Source: an optimization exercise on an open RTL-to-GDS flow (aim: small area and a short achievable clock period). Production flows keep margins and buffers that such runs may drop.
Only simulation tests tie the RTL to the original design; equivalence was not proved.

[flow/run.sh]
#!/bin/bash
# synth_recipe.tcl (not shown) runs the flow's synth.tcl, then flattens the netlist and writes it again
# the make line also repeats each setting of config.mk as NAME=value (left out here)
make -C /OpenROAD-flow-scripts/flow DESIGN_CONFIG=/design/flow/config.mk WORK_HOME=/design/flow/orfs CLKGATE_MAP_FILE= SYNTH_SCRIPT=/design/flow/synth_recipe.tcl finish
[flow/config.mk]
export PLATFORM = sky130hd
export DESIGN_NAME = karatsuba_mult_axis_1v0
export DESIGN_NICKNAME = karatsuba_mult_axis_1v0
export VERILOG_FILES = /design/flow/design.v
export SDC_FILE = /design/flow/constraint.sdc
export NUM_CORES = 4
export LEC_CHECK = 0
export CAP_MARGIN = 20
export CORE_MARGIN = 2
export CORE_UTILIZATION = 40
export SLEW_MARGIN = 20
[flow/constraint.sdc]
create_clock -name core_clock -period 40.0 [get_ports {clk}]
set_input_delay 8.0000 -clock core_clock [delete_from_list [all_inputs] [get_ports {clk}]]
set_output_delay 8.0000 -clock core_clock [all_outputs]
set_load 0.01 [all_outputs]
[flow/design.v]
`timescale 1ns / 1ps
module subtractsm #(
    parameter m=64)  
    (
    input logic unsigned [m-1:0] X, 
    input logic unsigned [m-1:0] Y,
    output logic SZ, 
    output logic unsigned [m-1:0] MZ
    );
    logic signed [m:0] Z1,Z2;
    assign Z1=X-Y;
    assign Z2=Y-X;
    assign SZ = (Z1>=0)? 1'b1 : 1'b0;
    assign MZ = (Z1>=0)? Z1 : Z2;
endmodule
module add2
    #(
    parameter m=64
    )
    (
    input logic sgn1,
    input logic [m-1:0] x1,
    input logic sgn2,
    input logic [m-1:0] x2,
    output logic [m:0] z
    );
    assign z = (sgn1? x1 : -x1)+(sgn2? x2 : -x2); 
endmodule
module comb_mult
    #(
        parameter m=24
    )
    (
        input   logic unsigned  [m-1:0] X,
        input   logic unsigned  [m-1:0] Y,
        output  logic unsigned  [2*m-1:0] Z
    );
    assign Z = X * Y;
endmodule
`timescale 1ns / 1ps
module comb_karatsuba_mult 
    #(
        parameter m = 96,      
        parameter stage = 2    
    )
    (   
        input   logic unsigned  [m-1:0] X,
        input   logic unsigned  [m-1:0] Y,
        output  logic unsigned  [2*m-1:0] Z
    );
    localparam m2 = m / 2;
    logic unsigned  [m2-1:0] X1, X0;  
    logic unsigned  [m2-1:0] Y1, Y0;
    assign  {X1, X0} = X;
    assign  {Y1, Y0} = Y;
    logic SX01, SY10;
    logic unsigned [m2-1:0] MX01, MY10;
    localparam ADD=1'b1;
    localparam SUBTRACT=1'b0;
    subtractsm #(m2) X01 (X0, X1, SX01, MX01);
    subtractsm #(m2) Y10 (Y1, Y0, SY10, MY10);
    logic unsigned [m-1:0] Z2,XY, Z0;
    generate
        if(stage == 1)
            begin: Z2DIRECT
                comb_mult #(.m(m2)) Z2MULT (.X(X1),.Y(Y1),.Z(Z2));
            end
        else 
            begin: Z2RECUR
                comb_karatsuba_mult #(.m(m2),.stage(stage-1)) Z2INST (X1,Y1,Z2);
            end
    endgenerate
    generate
        if(stage == 1)
            begin: XYDIRECT
                comb_mult #(.m(m2)) Z2MULT (.X(MX01),.Y(MY10),.Z(XY));
            end
        else 
            begin: XYRECUR
                comb_karatsuba_mult #(.m(m2),.stage(stage-1)) XYINST (MX01,MY10,XY);
            end
    endgenerate
    generate
        if(stage == 1)
            begin: Z0DIRECT
                comb_mult #(.m(m2)) Z2MULT (.X(X0),.Y(Y0),.Z(Z0));
            end
        else 
            begin: Z0RECUR
                comb_karatsuba_mult #(.m(m2),.stage(stage-1)) Z0INST (X0,Y0,Z0);
            end
    endgenerate
    logic unsigned [m+1:0] Z1;
    logic unsigned [m:0] Z20;
    add2 #(.m(m)) Z20TERM (1'b1, Z2, 1'b1, Z0, Z20);
    add2 #(.m(m+1)) Z1TERM (SX01 ~^ SY10, {1'b0,XY}, 1'b1, Z20, Z1);
    logic unsigned [m/2-1:0] PAD0;
    assign PAD0 = 'b0;
    logic DC;  
    add2 #(.m(2*m)) RESULT (1'b1, {Z2,Z0}, 1'b1, {PAD0,Z1,PAD0}, {DC,Z});
endmodule
module karatsuba_mult_axis_1v0 
    #(
        parameter m = 96,
        parameter stage = 2
    ) 
    (
        input logic clk,
        input logic X_tvalid,
        input logic unsigned  [m-1:0] X_tdata,
        input logic Y_tvalid,
        input logic unsigned  [m-1:0] Y_tdata,
        output logic Z_tvalid,
        output logic unsigned  [2*m-1:0] Z_tdata
    );
    wire unsigned [2*m-1:0] Z;
    comb_karatsuba_mult #(m, stage) mult (X_tdata, Y_tdata, Z);
    always_ff @(posedge clk)
        begin
            Z_tvalid <= X_tvalid & Y_tvalid;
            Z_tdata <= Z;
        end
endmodule
==> results.txt <==
outcome=complete, no violations; post-DP HPWL=974 mm; # DRC=0; period utilization=95.4%; Setup crit end kind=flip-flop; initial antenna violation count=139; final setup fails=0; Synth Instances=28638; Layout fillers=58494; routed vias/inst=5.78; layout cells sized above 1=5.56%; Detail Route Antenna Nets=0; Core Area=0.578 sq mm; Syn Area/Cell=8.11 sq um; most frequent cells in the layout=5641 x inv_1, 4602 x fa_1, 4021 x nand2_1; Seq cells post-synth=193; main flop type after synthesis=dfxtp_1; unrepaired setup endpoints after global routing=false; Layout Area Growth over Synthesis=8.88%; gp weighted congestion=1.12; Port Buffers=387; post-CTS sizing=0; hold buffers post-CTS=0; Critical Path RT=40450 ps; CP arrival=38600 ps; WL per Instance=31.7 um; drt first pass iters=7; most common cell after layout, fill and taps aside=inv_1; Max-Cap Viols=0; vias in the first global route=214656; Worst path slowest cell=ha_1; Hold Crit Class=in2reg; Setup crit start=Y_tdata[33]; Die W=766 um; synth warn=3; clock slew at reported path FFs=100 ps; Cell variety after synth=118; Post-Route Setup TNS=0 ps; Worst setup endpoint=Z_tdata[189]; area of the mapped netlist=0.232 sq mm; Crit path max-delay family=compound AO/OA/AOI/OAI gates; Place WS=2020 ps; Total Nets Final=36188; via count=212229; crit path time final=38150 ps; max_slew headroom=9.57%; die span in y=766 um; drt total wl=1160 mm; fmax=26.2 MHz; starting density of the core=40.2%; largest net degree at the start of global routing=55; Die Area=0.587 sq mm; nature of the critical path startpoint=input port; Slew Limit Fails=0; Num CTS Buffers=25; Seq/Total Area, Yosys=1.66%; crit-path max cell delay=880 ps; Worst Path Buf+Inv=14; CTS tree=built; Hold Vio Cnt, Final=0; worst-path fanout max=20; initial DRC count=22242; Syn Nets=35965; Async SR Flop Fraction=0%; worst-margin pin slew=1350 ps; clk sinks=193; Crit. path cell count=108; critical path class=in2reg; CTS Buffer Depth=3; CTS HTree Levels=4; Total GRT Usage=39.1%; grt total ovfl=0; row cnt=279; Post-synth EDFFs=0; global-route wire length before repair=1630 mm; final worst slack=1850 ps; I/O pins=388; Post-CTS Setup Inserts=0; clk root buf=clkbuf_16
==> worst min-delay path by stage <==
stage                         from        to  slack, ps  depth (start not counted)
after floorplan           Y_tvalid  Z_tvalid       8120                          1
after global placement    Y_tvalid  Z_tvalid       8570                          2
after detailed placement  Y_tvalid  Z_tvalid       8580                          2
after CTS                 Y_tvalid  Z_tvalid       7990                          2
after global routing      Y_tvalid  Z_tvalid       8020                          2
final                     Y_tvalid  Z_tvalid       8030                          2
==> cells in the mapped netlist (all sizes together) (137+ instances only) <==
master     n  share of area, %
dfxtp    193               1.7
a21oi   1355               2.9
xnor2    901               3.4
and2     200              0.54
o21a     150              0.48
a211oi   137              0.45
buf      151              0.28
nand3    242              0.52
nor2    2450               4.0
ha      2530                14
nand4    227              0.61
o21bai   259              0.84
nand2b   219              0.59
a31oi    165              0.44
inv     5659               9.1
xor2     525               2.0
clkbuf  1063               1.7
a21o     851               2.7
nor2b    244              0.66
nand2   4022               6.5
nor3     238              0.53
fa      4602                40
o21ai    821               1.8
==> flip-flops by register name, summed over array words and instances, names as in the netlist <==
name,cells
Z_tdata,192
Z_tvalid,1
==> metrics by stage <==
| stage | instance area (sq um) | instances | utilization, % | hold slack [ps] |
|---|---|---|---|---|
| after floorplan | 232000 | 28638 | - | 8120 |
| after global routing | 253000 | 36618 | 43.7 | 8020 |
| after detailed placement | 252000 | 36556 | 43.6 | 8580 |
| final | 253000 | 36703 | 43.8 | 8030 |
| after CTS | 253000 | 36589 | 43.7 | 7990 |
| after global placement | 252000 | 36554 | 43.5 | 8570 |
==> cells by family after synthesis <==
logic type | share of synthesized area (%)
buf+inv | 11.2
xor+xnor | 5.37
fa+ha+maj | 53.3
mux | 0.548
compound gates | 12.4
flops | 1.66
simple gates | 15.5
==> layer usage <==
layer | wire [um] | share of wire [%] | global-route usage, %
met5 | 861 | 0.074 | 0.430
met1 | 426000 | 37 | 47.1
met2 | 473000 | 41 | 56.0
met3 | 140000 | 12 | 13.7
met4 | 123000 | 11 | 32.8
==> final cells by class <==
type	instances	area (sq um)	share of cell area (%)
Multi-Input combinational cell	21529	206000	81.2
Sequential cell	193	3860	1.53
Clock inverter	5	56.3	0.0223
Timing Repair Buffer	1410	11600	4.58
Antenna cell	109	273	0.108
Clock buffer	28	667	0.264
Tap cell	7727	9670	3.82
Inverter	5702	21400	8.46

==> separate check: timing with driven ports <==
The results above use ideal ports. As a check the final layout listed here was re-extracted and re-timed, cells and wires unchanged.
Step 1 (the two cells are an assumption about what drives the block):
set clk [get_ports {clk}]
set_driving_cell -lib_cell sky130_fd_sc_hd__clkbuf_16 $clk
set_driving_cell -lib_cell sky130_fd_sc_hd__buf_2 [delete_from_list [all_inputs] $clk]
Step 2 times the ports against the registers' clock, not the clock port: input delays grow and output delays shrink by t, the midpoint of the rising clock arrivals with the driver on.
a / b / c = ideal / step 1 / step 2; a / b = the first two.
shift t [ns]: 0.652
setup slack, ns: 1.853 / 1.743 / 1.091
worst setup path after step 2: input to register
latest minus earliest clock arrival (ns): 0.062 / 0.062
worst data-port slew with drivers (ns): 0.39
After both steps this run still meets setup and hold. The setup slack of this run moves by -0.110 ns with the drivers and by -0.762 ns with both steps.
